From an optimization exercise on the open Yosys and OpenROAD flow, aimed at small area, a short achievable clock period and few clock cycles per item; shortcuts taken in it are not production practice.
RTL that was checked went through simulation tests only; none was proved equivalent to the original.

red:
==> flow/design.v (excerpt) <==
module arctan #
	(
		parameter integer C_S00_AXIS_TDATA_WIDTH	= 32,
		parameter integer C_M00_AXIS_TDATA_WIDTH	= 32,
    parameter integer ITERATIONS = 16
	)
	(
		input wire  s00_axis_aclk, s00_axis_aresetn,
		input wire  s00_axis_tlast, s00_axis_tvalid,
		input wire [C_S00_AXIS_TDATA_WIDTH-1 : 0] s00_axis_tdata,
		input wire [(C_S00_AXIS_TDATA_WIDTH/8)-1: 0] s00_axis_tstrb,
		output logic  s00_axis_tready,
		input wire  m00_axis_aclk, m00_axis_aresetn,
		input wire  m00_axis_tready,
		output logic  m00_axis_tvalid, m00_axis_tlast,
		output logic [C_M00_AXIS_TDATA_WIDTH-1 : 0] m00_axis_tdata,
		output logic [(C_M00_AXIS_TDATA_WIDTH/8)-1: 0] m00_axis_tstrb
	);
For scale: about 4700 cells after synthesis, ~82 I/O pins, roughly 46000 µm² of cells after synthesis.
clock: 5.0 ns
lec_check: 0
abc_area: 1
cap_margin: 20
core_margin: 2
core_utilization: 45
cts_cluster_diameter: 70
cts_cluster_size: 40
place_density: 0.65
setup_slack_margin: 2.5
slew_margin: 20
run.sh (not shown) runs the stock make flow with config.mk's settings and CLKGATE_MAP_FILE= SYNTH_SCRIPT=/design/flow/synth_recipe.tcl, a recipe that flattens the netlist after the stock synthesis.
red: full flow OK, the timing, design-rule and antenna checks passed
Testbench counts of red, summed over its fixed seeds: cycles 16,128, items 16,000.
Inputs modified between red and blue:
# red
export LEC_CHECK = 0
export ABC_AREA = 1
export CAP_MARGIN = 20
export CORE_MARGIN = 2
export CORE_UTILIZATION = 45
export CTS_CLUSTER_DIAMETER = 70
export CTS_CLUSTER_SIZE = 40
export PLACE_DENSITY = 0.65
export SETUP_SLACK_MARGIN = 2.5
export SLEW_MARGIN = 20
create_clock -name core_clock -period 5.0 [get_ports {s00_axis_aclk}]
# blue
export LEC_CHECK = 0
export CAP_MARGIN = 20
export CORE_MARGIN = 2
export CORE_UTILIZATION = 40
export CTS_CLUSTER_DIAMETER = 70
export CTS_CLUSTER_SIZE = 40
export SETUP_SLACK_MARGIN = 2.5
export SLEW_MARGIN = 20
create_clock -name core_clock -period 5.0 [get_ports {s00_axis_aclk}]
- Looking at area of all placed cells without fillers, blue sits 5200 µm² above red.
- In blue, utilization is lower than in red.
- blue ended with less largest net degree at the start of global routing than red.
- Changes observed in blue relative to red: non-clock buffer count shows an increase of 120%, number of library cell types mapped by synthesis climbed 31%.
diff inputs: blue => green
# blue
export LEC_CHECK = 0
export CAP_MARGIN = 20
export CORE_MARGIN = 2
export CORE_UTILIZATION = 40
export CTS_CLUSTER_DIAMETER = 70
export CTS_CLUSTER_SIZE = 40
export SETUP_SLACK_MARGIN = 2.5
export SLEW_MARGIN = 20
create_clock -name core_clock -period 5.0 [get_ports {s00_axis_aclk}]
# green
export LEC_CHECK = 0
export ABC_AREA = 1
export CAP_MARGIN = 20
export CORE_MARGIN = 2
export CORE_UTILIZATION = 40
export CTS_CLUSTER_DIAMETER = 70
export CTS_CLUSTER_SIZE = 40
export SETUP_SLACK_MARGIN = 2.5
export SLEW_MARGIN = 20
create_clock -name core_clock -period 5.0 [get_ports {s00_axis_aclk}]
Results
green completed every stage of the flow, and the final layout passed the timing, design-rule and antenna checks.
Across both runs, share of the final layout cell area in multi-input gates was lower for green than for blue.
Re area growth from synthesis to layout: blue and green aren't equal, and the lower value belongs to green.
Changes observed in green relative to blue: met1 usage in global routing higher; proportion of final cell area spent on non-clock buffers lost 5.0 points.
Number of cells produced by synthesis (blue / green): 0.876
Compared with blue, green improves minimum period implied by the final worst setup slack.
Setup changes, green to orange
# green
export LEC_CHECK = 0
export ABC_AREA = 1
export CAP_MARGIN = 20
export CORE_MARGIN = 2
export CORE_UTILIZATION = 40
export CTS_CLUSTER_DIAMETER = 70
export CTS_CLUSTER_SIZE = 40
export SETUP_SLACK_MARGIN = 2.5
export SLEW_MARGIN = 20
create_clock -name core_clock -period 5.0 [get_ports {s00_axis_aclk}]
# orange
export LEC_CHECK = 0
export ABC_AREA = 1
export CAP_MARGIN = 20
export CORE_MARGIN = 2
export CORE_UTILIZATION = 40
export CTS_CLUSTER_DIAMETER = 70
export CTS_CLUSTER_SIZE = 40
export SETUP_SLACK_MARGIN = 2.55
export SLEW_MARGIN = 20
create_clock -name core_clock -period 5.0 [get_ports {s00_axis_aclk}]
==> comparison <==
Period utilization: green vs orange, no meaningful difference
Diff green -> orange | clock period minus final worst setup slack | increase of 0.0043 ns
Between orange and green, the share of the final layout cell area in sequential cells is higher for green.
Modified inputs, purple compared to orange
# orange
export LEC_CHECK = 0
export ABC_AREA = 1
export CAP_MARGIN = 20
export CORE_MARGIN = 2
export CORE_UTILIZATION = 40
export CTS_CLUSTER_DIAMETER = 70
export CTS_CLUSTER_SIZE = 40
export SETUP_SLACK_MARGIN = 2.55
export SLEW_MARGIN = 20
create_clock -name core_clock -period 5.0 [get_ports {s00_axis_aclk}]
# purple
export LEC_CHECK = 0
export ABC_AREA = 1
export CAP_MARGIN = 20
export CORE_MARGIN = 2
export CORE_UTILIZATION = 40
export CTS_CLUSTER_DIAMETER = 70
export CTS_CLUSTER_SIZE = 40
export GPL_ROUTABILITY_DRIVEN = 0
export SETUP_SLACK_MARGIN = 2.5
export SLEW_MARGIN = 20
create_clock -name core_clock -period 5.0 [get_ports {s00_axis_aclk}]
[summary]
Post-route fraction of the period consumed by the critical path: purple > orange
purple has less setup slack than orange.
The worst setup path endpoint comes out s7_y[8] in one run and s10_y[15] in the other, namely in purple and orange respectively.
From purple to orange, maximum fanout encountered on the critical timing path did not move at all.

## north
Another version of the RTL of arctan (not shown whole).
For scale: roughly 3,700 cells after synthesis, ~82 I/O pins.
export LEC_CHECK = 0
export CAP_MARGIN = 20
export CORE_MARGIN = 2
export CORE_UTILIZATION = 60
export PLACE_DENSITY = 0.7
export SLEW_MARGIN = 20
create_clock -name core_clock -period 5.0 [get_ports {s00_axis_aclk}]
north finished every step from synthesis to the final layout, and the layout passed the timing, design-rule and antenna checks.
Edits applied to the flow inputs when going from north to south:
- CORE_UTILIZATION changed from 60 to 40
- SETUP_SLACK_MARGIN newly set to 1.7
- PLACE_DENSITY removed (was 0.7)
--- outcome ---
- south reached the final stage; the timing, design-rule and antenna checks on its layout passed.
- [south] x dimension of the die rose 22% relative to north
- In south, the post-route standard cell area excluding fillers came out 0.0014 mm^2 above the value in north.
- Reported for north and south, sequential cell count turned out identical to the last digit.
- For number of inserted filler cells in the final layout, dividing the value from south by the value from north gives 1.8.
- south — clock period minus final worst setup slack 0.89 ns lower, north as reference
- [compare] base=north new=south: utilization went down.
- A path type of the worst setup path of reg -> reg is what south shows, while in -> out belongs to north.
- Via count: north and south compared, higher one is north
[inputs] east vs south
- changing SETUP_SLACK_MARGIN from 1.7 to 1.3
Results
Between east and south, combined global-route utilization of all metal layers is higher for south, east comes in under that. Re average detailed-routed wire length per instance: east and south aren't equal, and the lower value belongs to east. east vs south: number of global-route vias before repair down slightly. Status: clock latency on the worst-skew pair parity (east, south). Destination of the critical timing path: s6_y[15] -> east, s2_x[14] -> south. east vs. south: sequential share of layout area +0.51 points, filler-free cell count of the finished design -about 0.7%.
No run of this note included a check of the RTL's function; only the layout flow was run.

Another version of the RTL of arctan (not shown whole).
Size: ~4,700 cells after synthesis, roughly 760 flip-flops, ~47,000 um^2 of cells after synthesis.
make LEC_CHECK=0 ABC_AREA=1 CAP_MARGIN=20 CORE_MARGIN=2 CORE_UTILIZATION=40 SETUP_SLACK_MARGIN=2.6 SLEW_MARGIN=20 finish   # period 5.0 ns
The starting point finished clean.
Testbench counts at the start, summed over its fixed seeds: cycles 16,128, items 16,000.
Next try:
Settings changed: SETUP_SLACK_MARGIN 2.6 to 2.5.
The new run completed without violations.
Die area does not change.
Count of clock-buffer cells in the layout does not change.
Routed wire length went down by 2.4%.
Synthesized cell count does not change.
Critical path depth went up by 2.
Worst setup slack got worse by 57 ps.
Core utilization went down by 1.6 points.
Register-to-register slack got worse by 60 ps.
Via count went down by 1.5%.
Next try:
Settings changed: CTS_CLUSTER_DIAMETER set to 60, CTS_CLUSTER_SIZE set to 30.
After rerunning: The new run finished with timing, DRC and antenna clean. Register-to-register slack improves by 20 ps. Fmax went up by about 0.9%. Non-clock buffer count goes up by 2. Sequential share of layout area rises by 0.14 points. Synthesized cell count stays the same. Worst setup slack improved by 21 ps. Clock skew increases by 3.0 ps. Global-route usage stays flat. Routed wire length went down by 0.75%. Hold slack loses 15 ps.
Next try:
Settings changed: CTS_CLUSTER_DIAMETER 60 to unset, CTS_CLUSTER_SIZE 30 to unset, SETUP_SLACK_MARGIN 2.5 to 2.4.
Result:
- The changed run finished clean
- clock-buffer cell count rose by 28
- synthesized cell count does not change
- setup slack got worse by 68 ps
- core utilization fell by 0.41 points
- critical path depth fell by 8
- first-iteration DRC count rose by 3.9%

== the reference run ==
Another version of the RTL of arctan (not shown whole).
Size: ~700 flip-flops, about 82 I/O pins, ~42000 um2 of cells after synthesis.
// arctan
module arctan #
	(
		parameter integer C_S00_AXIS_TDATA_WIDTH	= 32,
		parameter integer C_M00_AXIS_TDATA_WIDTH	= 32,
    parameter integer ITERATIONS = 16
	)
	(
		input wire  s00_axis_aclk, s00_axis_aresetn,
		input wire  s00_axis_tlast, s00_axis_tvalid,
		input wire [C_S00_AXIS_TDATA_WIDTH-1 : 0] s00_axis_tdata,
		input wire [(C_S00_AXIS_TDATA_WIDTH/8)-1: 0] s00_axis_tstrb,
		output logic  s00_axis_tready,
		input wire  m00_axis_aclk, m00_axis_aresetn,
		input wire  m00_axis_tready,
		output logic  m00_axis_tvalid, m00_axis_tlast,
		output logic [C_M00_AXIS_TDATA_WIDTH-1 : 0] m00_axis_tdata,
		output logic [(C_M00_AXIS_TDATA_WIDTH/8)-1: 0] m00_axis_tstrb
	);
clock: 5.0 ns
lec_check: 0
cap_margin: 20
core_margin: 2
core_utilization: 40
setup_slack_margin: 1.7
slew_margin: 20
Edits applied to the flow inputs when going from the reference run to the trial run:
# the reference run
export LEC_CHECK = 0
export CAP_MARGIN = 20
export CORE_MARGIN = 2
export CORE_UTILIZATION = 40
export SETUP_SLACK_MARGIN = 1.7
export SLEW_MARGIN = 20
create_clock -name core_clock -period 5.0 [get_ports {s00_axis_aclk}]
# the trial run
export LEC_CHECK = 0
export CAP_MARGIN = 20
export CORE_MARGIN = 2
export CORE_UTILIZATION = 50
export PLACE_DENSITY = 0.6
export SETUP_SLACK_MARGIN = 1.9
export SLEW_MARGIN = 20
create_clock -name core_clock -period 5.0 [get_ports {s00_axis_aclk}]
Findings:
On overall die width: between the reference run and the trial run, it ends up higher for the reference run. Relative to the reference run, the non-clock buffer contribution to total cell area of the trial run is higher by 1.3 points. Compared the trial run vs the reference run, and via count is up in the trial run. Between the trial run and the reference run, it is the trial run whose share of the clock period used by the worst path after layout is higher, by 1.1 points. The routed length on met2 reported for the trial run is greater than that of the reference run by about 5.3%. Compared with the reference run, the trial run shows a higher critical path depth in cells. Against the reference run, worst-case setup margin in the final layout in the trial run came out worse. Compared with the reference run, the trial run shows a lower count of inverters other than clock inverters in the layout. Number of standard cells in the layout, taps in and fillers out shrinks by a few percent when moving from the reference run to the trial run.
No run of this note included a check of the RTL's function; only the layout flow was run.

-- separate check: timing with driven ports --
In the flow no input, the clock included, has a driving cell. The finished layouts below were timed again as built, in two steps.
Step 1 (the two cells are an assumption about what drives the block):
set clk [get_ports {s00_axis_aclk}]
set_driving_cell -lib_cell sky130_fd_sc_hd__clkbuf_16 $clk
set_driving_cell -lib_cell sky130_fd_sc_hd__buf_2 [delete_from_list [all_inputs] $clk]
Step 2 moves the port delays by t, midway between the first and last clock arrival at a register: inputs arrive t later, outputs are due t later. That takes back most of the time a late clock gives input paths.
Slacks: no drivers / after step 1 / after step 2; pairs: no drivers / after step 1.
| run | t (ns) | slack for setup (ns) | hold slack, ns | worst register clock-pin slew, ns |
|---|---|---|---|---|
| red | 0.732 | 2.487 / 2.487 / 1.965 | 0.411 / 0.411 / 0.411 | 0.11 / 0.11 |
| blue | 0.712 | 2.108 / 2.108 / 1.896 | 0.398 / 0.398 / 0.398 | 0.11 / 0.11 |
| green | 0.758 | 2.554 / 2.511 / 1.971 | 0.411 / 0.411 / 0.411 | 0.10 / 0.10 |
| orange | 0.770 | 2.549 / 2.549 / 2.013 | 0.339 / 0.339 / 0.339 | 0.09 / 0.09 |
| purple | 0.751 | 2.494 / 2.494 / 1.994 | 0.381 / 0.381 / 0.381 | 0.09 / 0.09 |
| north | 0.667 | 0.923 / 0.889 / 0.652 | 0.411 / 0.411 / 0.411 | 0.07 / 0.07 |
| south | 0.699 | 1.810 / 1.810 / 1.172 | 0.407 / 0.407 / 0.407 | 0.07 / 0.07 |
| east | 0.705 | 1.561 / 1.505 / 0.878 | 0.415 / 0.415 / 0.415 | 0.07 / 0.07 |
| the first run of note 3 | 0.721 | 2.571 / 2.571 / 2.031 | 0.405 / 0.405 / 0.405 | 0.06 / 0.06 |
| the second run of note 3 | 0.718 | 2.514 / 2.514 / 1.927 | 0.405 / 0.405 / 0.405 | 0.06 / 0.06 |
| the third run of note 3 | 0.725 | 2.535 / 2.535 / 1.935 | 0.389 / 0.389 / 0.389 | 0.09 / 0.09 |
| the fourth run of note 3 | 0.726 | 2.467 / 2.394 / 1.856 | 0.390 / 0.390 / 0.390 | 0.07 / 0.07 |
| the reference run | 0.698 | 1.604 / 1.604 / 1.081 | 0.410 / 0.410 / 0.410 | 0.06 / 0.06 |
| the trial run | 0.683 | 1.547 / 1.547 / 1.178 | 0.400 / 0.400 / 0.400 | 0.07 / 0.07 |
After both steps setup and hold are still met in every run listed. For east, which loses most, drivers alone change the setup slack by -0.056 ns; drivers and shift together by -0.683 ns.
